Context: an optimization exercise on an open-source flow, tuned for small area. The choices shown serve that exercise and are no tape-out recipe.
Function was checked by simulation only, so behaviour that the tests miss may differ from the original.
No activity file was given, so power comes from the tool's default toggle rates.

## eclsensor
module eclsensor (clk, rst, txd, rxd, ir_tx, ir_rx, led);
	output [11:0] ir_tx;
	input [19:0] ir_rx;
	output led;
	input clk;
	input rst;
	output reg txd;
	input rxd;
	assign led = 1'b0;
	reg [2:0] pre;
	reg [1:0] bdiv;
	reg [5:0] mdiv;
	wire pre_end = pre[2] && pre[1];               
	wire modulation_edge = pre_end && mdiv[5] && mdiv[3:1] == 3'b111;   
	always @(posedge clk)
		if (rst) begin
			pre <= 3'd0;
			bdiv <= 2'd0;
			mdiv <= 6'd0;
		end else begin
			pre <= pre_end ? 3'd0 : pre + 1'b1;
			if (pre_end) begin
				bdiv <= bdiv + 1'b1;
				mdiv <= (mdiv[5] && mdiv[3:1] == 3'b111) ? 6'd0 : mdiv + 1'b1;
			end
		end
	wire baud_edge = pre == 3'd0 && bdiv == 2'd0;
	reg modulation_state;
	always @(posedge clk)
		if (rst)
			modulation_state <= 1'b0;
		else if (modulation_edge)
			modulation_state <= !modulation_state;
	reg text_busy;
	reg [7:0] cnt;
	wire [6:0] ci = cnt[6:0];
	wire state_tx_modulating = cnt < 8'd190;
	wire state_tx_end = modulation_edge && !text_busy && cnt[7:5] == 3'b111 && cnt[2];   
	reg [3:0] tx_num;
	wire tx_num_12 = tx_num[3] && tx_num[2];         
	always @(posedge clk)
		if (rst)
			tx_num <= 4'd12;
		else if (state_tx_end)
			tx_num <= tx_num_12 ? 4'd1 : tx_num + 1'b1;
	reg ir_on;
	always @(posedge clk)
		ir_on <= !rst && state_tx_modulating && !text_busy && modulation_state;
	wire [3:0] t = tx_num;
	assign ir_tx[0]  = ir_on &&  t[3] &&  t[2];
	assign ir_tx[1]  = ir_on && !t[3] && !t[2] && !t[1] &&  t[0];
	assign ir_tx[2]  = ir_on && !t[3] && !t[2] &&  t[1] && !t[0];
	assign ir_tx[3]  = ir_on && !t[3] && !t[2] &&  t[1] &&  t[0];
	assign ir_tx[4]  = ir_on && !t[3] &&  t[2] && !t[1] && !t[0];
	assign ir_tx[5]  = ir_on && !t[3] &&  t[2] && !t[1] &&  t[0];
	assign ir_tx[6]  = ir_on && !t[3] &&  t[2] &&  t[1] && !t[0];
	assign ir_tx[7]  = ir_on && !t[3] &&  t[2] &&  t[1] &&  t[0];
	assign ir_tx[8]  = ir_on &&  t[3] && !t[2] && !t[1] && !t[0];
	assign ir_tx[9]  = ir_on &&  t[3] && !t[2] && !t[1] &&  t[0];
  ...
Size: ~1100 cells after synthesis, roughly 37 I/O pins, about 12000 µm² of cells after synthesis.
clock: 10.0 ns
lec_check: 0
cap_margin: 20
core_margin: 2
core_utilization: 65
place_density: 0.8
slew_margin: 20
standard.sh (not shown) runs the stock make flow with config.mk's settings and CLKGATE_MAP_FILE= SYNTH_SCRIPT=/design/flow/synth_recipe.tcl, a recipe that flattens the netlist after the stock synthesis.
==> flow/flow/run.sh <==
#!/bin/bash
# Standard ORFS layout with two changes: clock tree synthesis without dummy
# load cells and with small clock buffers, and the smallest buffer on ports.
set -euo pipefail
export CTS_ARGS="-sink_clustering_enable -repair_clock_nets -dont_use_dummy_load -buf_list sky130_fd_sc_hd__clkbuf_4 -sink_clustering_size 10 -sink_clustering_max_diameter 40"
export BUFFER_PORTS_ARGS="-buffer_cell sky130_fd_sc_hd__buf_1"
bash standard.sh > standard.log 2>&1
Rerun with:
==> flow/flow/run.sh (replaced) <==
#!/bin/bash
# Standard ORFS layout with two changes: clock tree synthesis without dummy
# load cells and with small clock buffers, and the smallest buffer on ports.
set -euo pipefail
export CTS_ARGS="-sink_clustering_enable -repair_clock_nets -dont_use_dummy_load -buf_list sky130_fd_sc_hd__clkbuf_4 -sink_clustering_size 12 -sink_clustering_max_diameter 40"
export BUFFER_PORTS_ARGS="-buffer_cell sky130_fd_sc_hd__buf_1"
bash standard.sh > standard.log 2>&1
Settings changed: CORE_UTILIZATION 65 to 45, PLACE_DENSITY 0.8 to 0.6.
Via count went down by 2.0%.
Total power hardly moves.
Critical path depth stays the same.
Wire length increases by 3.0%.
Die area increases by 43%.
Rerun with:
==> flow/flow/run.sh (replaced) <==
#!/bin/bash
# Standard ORFS layout with two changes: clock tree synthesis without dummy
# load cells and with small clock buffers, and the smallest buffer on ports.
set -euo pipefail
export CTS_ARGS="-sink_clustering_enable -repair_clock_nets -dont_use_dummy_load -buf_list sky130_fd_sc_hd__clkbuf_4 -sink_clustering_size 10 -sink_clustering_max_diameter 40"
export BUFFER_PORTS_ARGS="-buffer_cell sky130_fd_sc_hd__buf_1"
bash standard.sh > standard.log 2>&1
Outcome: Final cell count is about the same; critical path depth stays the same; non-clock buffer count is unchanged; die area does not change; sequential share of layout area drops by 0.13 points.


## JK
eclsensor, a different RTL version from the one above (not shown whole).
Size in the first run: about 1200 cells after synthesis, ~390 flip-flops, roughly 37 I/O pins, roughly 13000 sq um of cells after synthesis.
## eclsensor
module eclsensor (clk, rst, txd, rxd, ir_tx, ir_rx, led);
	output [11:0] ir_tx;
	input [19:0] ir_rx;
	output led;
	input clk;
	input rst;
	output reg txd;
	input rxd;
	assign led = 1'b0;
	reg [2:0] pre;
	reg [1:0] bdiv;
	reg [5:0] mdiv;
	wire pre_end = pre == 3'd6;
	wire modulation_edge = pre_end && mdiv == 6'd46;
	always @(posedge clk)
		if (rst) begin
			pre <= 3'd0;
			bdiv <= 2'd0;
			mdiv <= 6'd0;
		end else begin
			pre <= pre_end ? 3'd0 : pre + 1'b1;
			if (pre_end) begin
				bdiv <= bdiv + 1'b1;
				mdiv <= (mdiv == 6'd46) ? 6'd0 : mdiv + 1'b1;
			end
		end
	reg baud_edge;
	always @(posedge clk)
		baud_edge <= !rst && pre_end && bdiv == 2'd3;
	reg modulation_state;
	always @(posedge clk)
		if (rst)
			modulation_state <= 1'b0;
		else if (modulation_edge)
			modulation_state <= !modulation_state;
	reg text_busy;
	reg [7:0] cycle_timer;
	wire state_tx_modulating = cycle_timer < 8'd190;
	wire state_tx_end = modulation_edge && cycle_timer == 8'd228;
	always @(posedge clk)
		if (rst)
			cycle_timer <= 8'd0;
  ...
clock: 10.0 ns
lec_check: 0
cap_margin: 20
core_margin: 2
core_utilization: 45
cts_buf_list: sky130_fd_sc_hd__clkbuf_8 sky130_fd_sc_hd__clkbuf_16
cts_cluster_diameter: 50
cts_cluster_size: 16
place_density: 0.6
slew_margin: 20
run.sh (not shown) runs the stock make flow with config.mk's settings and CLKGATE_MAP_FILE= SYNTH_SCRIPT=/design/flow/synth_recipe.tcl, a recipe that flattens the netlist after the stock synthesis.
Stock flow here: none of the scripts above is used.
Input-level comparison between MS and JK:
Settings: CTS_CLUSTER_SIZE removed (was 16); CTS_CLUSTER_DIAMETER removed (was 50); CTS_BUF_LIST changed from sky130_fd_sc_hd__clkbuf_8 sky130_fd_sc_hd__clkbuf_16 to sky130_fd_sc_hd__clkbuf_4.
## What came out
Going from JK to MS, the share of the clock period used by the worst path after layout was found to have gone up by 1.7 points.
Diff JK -> MS: minimum period implied by the final worst setup slack has increased; via count picked up an extra 317; total met3 wirelength after detailed routing higher.
Sequential share of layout area: MS vs JK, no meaningful difference
Compared with JK, MS shows final net count that has gone up by a few percent.
Diff MS..JK | post-CTS repair timing setup buffer count | unchanged
On sequential cell count, MS and JK are basically level.
diff inputs: MS => AL
Settings: clearing CTS_BUF_LIST, which used to be sky130_fd_sc_hd__clkbuf_4.
==> flow/flow/run.sh (new file) <==
#!/bin/bash
# Standard ORFS layout with these changes: clock tree synthesis without dummy
# load cells and with small clock buffers, the smallest buffer on ports,
# and downsizing of non-critical cells after global routing.
set -euo pipefail
export CTS_ARGS="-sink_clustering_enable -repair_clock_nets -dont_use_dummy_load -buf_list sky130_fd_sc_hd__clkbuf_4 -sink_clustering_size 10 -sink_clustering_max_diameter 40"
export BUFFER_PORTS_ARGS="-buffer_cell sky130_fd_sc_hd__buf_1"
export RECOVER_POWER=100
bash standard.sh > standard.log 2>&1
==> flow/standard.sh (new file) <==
#!/bin/bash
# synth_recipe.tcl (not shown) runs the flow's synth.tcl, then flattens the netlist and writes it again
# the make line also repeats each setting of config.mk as NAME=value (left out here)
make -C /OpenROAD-flow-scripts/flow DESIGN_CONFIG=/design/flow/config.mk WORK_HOME=/design/flow/orfs CLKGATE_MAP_FILE= SYNTH_SCRIPT=/design/flow/synth_recipe.tcl "${@:-finish}"
removed: flow/run.sh
[summary]
Re number of instances in the synthesized netlist: no difference whatsoever between MS and AL.
Detail-routed net length per standard cell grows by a few percent when moving from MS to AL.
Worst hold slack: lower on AL
Between AL and MS, it is AL whose overall power consumption is lower, by 0.55 mW.
AL finished all stages; layout check result: FAIL, due to capacitance limit, slew limit.
The flow did not stop early for MS: all stages ran, and the layout cleared the timing, design-rule and antenna checks.
MS ended up with register to output port as its worst setup path category; AL ended up with input pin to register.
When the final numbers for MS and AL were put side by side, the flip-flop and latch share of the layout cell area turned out to be greater in AL.
For the worst voltage drop across the vdd grid, AL came in 25% lower than MS did.


== P ==
eclsensor again, from the RTL that the note above started with.
Settings: LEC_CHECK=0, CAP_MARGIN=20, CORE_MARGIN=2, CORE_UTILIZATION=45, PLACE_DENSITY=0.6, SLEW_MARGIN=20; clock period 10.0 ns.
Stock flow here: none of the scripts above is used.
No stage failed in P, and the final checks on the layout all came back clean.
Here is what was changed in the inputs of T compared with P.
Settings: setting CTS_BUF_LIST to sky130_fd_sc_hd__clkbuf_2 for the first time.
Results
Taking P as the reference, in T final cycle utilization of the critical path now larger, number of H-tree branching levels now larger, final routed wirelength across all metal layers now larger, layout cell share with drive strength beyond 1 now larger.


eclsensor, a different RTL version from the one above (not shown whole).
Size in the first run: ~380 flip-flops, ~37 I/O pins, roughly 12000 sq um of cells after synthesis.
export LEC_CHECK = 0
export CAP_MARGIN = 20
export CORE_MARGIN = 2
export CORE_UTILIZATION = 65
export PLACE_DENSITY = 0.8
export SLEW_MARGIN = 20
create_clock -name core_clock -period 10.0 [get_ports {clk}]
standard.sh (not shown) runs the stock make flow with config.mk's settings and CLKGATE_MAP_FILE= SYNTH_SCRIPT=/design/flow/synth_recipe.tcl, a recipe that flattens the netlist after the stock synthesis.
==> flow/flow/run.sh <==
#!/bin/bash
# Standard ORFS layout with two changes: clock tree synthesis without dummy
# load cells and with small clock buffers, and the smallest buffer on ports.
set -euo pipefail
export CTS_ARGS="-sink_clustering_enable -repair_clock_nets -dont_use_dummy_load -buf_list sky130_fd_sc_hd__clkbuf_4 -sink_clustering_size 10 -sink_clustering_max_diameter 40"
export BUFFER_PORTS_ARGS="-buffer_cell sky130_fd_sc_hd__buf_1"
bash standard.sh > standard.log 2>&1
Next try:
==> flow/flow/run.sh (replaced) <==
#!/bin/bash
# Standard ORFS layout with two changes: clock tree synthesis without dummy
# load cells and with small clock buffers, and the smallest buffer on ports.
set -euo pipefail
export CTS_ARGS="-sink_clustering_enable -repair_clock_nets -dont_use_dummy_load -buf_list sky130_fd_sc_hd__clkbuf_4 -sink_clustering_size 12 -sink_clustering_max_diameter 40"
export BUFFER_PORTS_ARGS="-buffer_cell sky130_fd_sc_hd__buf_1"
bash standard.sh > standard.log 2>&1
Settings changed: CORE_UTILIZATION 65 to 45, PLACE_DENSITY 0.8 to 0.6.
What happened: Die area grows by 43%. Worst setup slack improves by 0.017 ns. Routed wire length is higher by 2.2%. Worst hold slack improves by 0.041 ns. Non-clock buffer count stays the same. Synthesized cell count stays the same. Final cell count came out higher by 7.6%.

port drivers added, routing unchanged:
How much do the figures lean on ideal ports? The routed layouts below were timed once more, with nothing changed but the port constraints. Step 1: set_driving_cell puts a clkbuf_16 on clk and a buf_2 on each other input, an assumption about the parent block. Step 2 adds t to the input delays and takes it off the output delays; t is the mean of the earliest and latest rising clock arrival at the registers after step 1. Input paths then give back, and output paths get back, about the clock's delay inside the block. Three values: no drivers, after step 1, after step 2; two values: the first two.
run | shift t [ns] | setup WS [ns] | hold WS [ns] | worst slew at a driven data input, ns
the first run of note 1 | 0.666 | 6.199 / 6.161 / 5.992 | 0.325 / 0.325 / 0.325 | 0.03
the second run of note 1 | 0.672 | 6.205 / 6.167 / 5.938 | 0.266 / 0.266 / 0.266 | 0.03
the third run of note 1 | 0.680 | 6.201 / 6.163 / 5.933 | 0.244 / 0.244 / 0.244 | 0.03
JK | 0.575 | 5.942 / 5.892 / 6.338 | 0.316 / 0.316 / 0.316 | 0.06
MS | 0.740 | 5.768 / 5.727 / 6.316 | 0.313 / 0.313 / 0.313 | 0.06
AL | 0.693 | 4.716 / 4.737 / 4.045 | 0.269 / 0.269 / 0.269 | 0.07
P | 0.579 | 5.920 / 5.869 / 6.320 | 0.310 / 0.310 / 0.310 | 0.06
T | 0.916 | 5.559 / 5.520 / 6.348 | 0.298 / 0.298 / 0.298 | 0.06
the first run of note 4 | 0.690 | 6.165 / 6.123 / 5.984 | 0.232 / 0.232 / 0.232 | 0.03
the second run of note 4 | 0.657 | 6.182 / 6.138 / 5.956 | 0.273 / 0.273 / 0.273 | 0.03
The setup slack of AL, which loses most, moves by +0.021 ns with the drivers and by -0.671 ns with both steps.
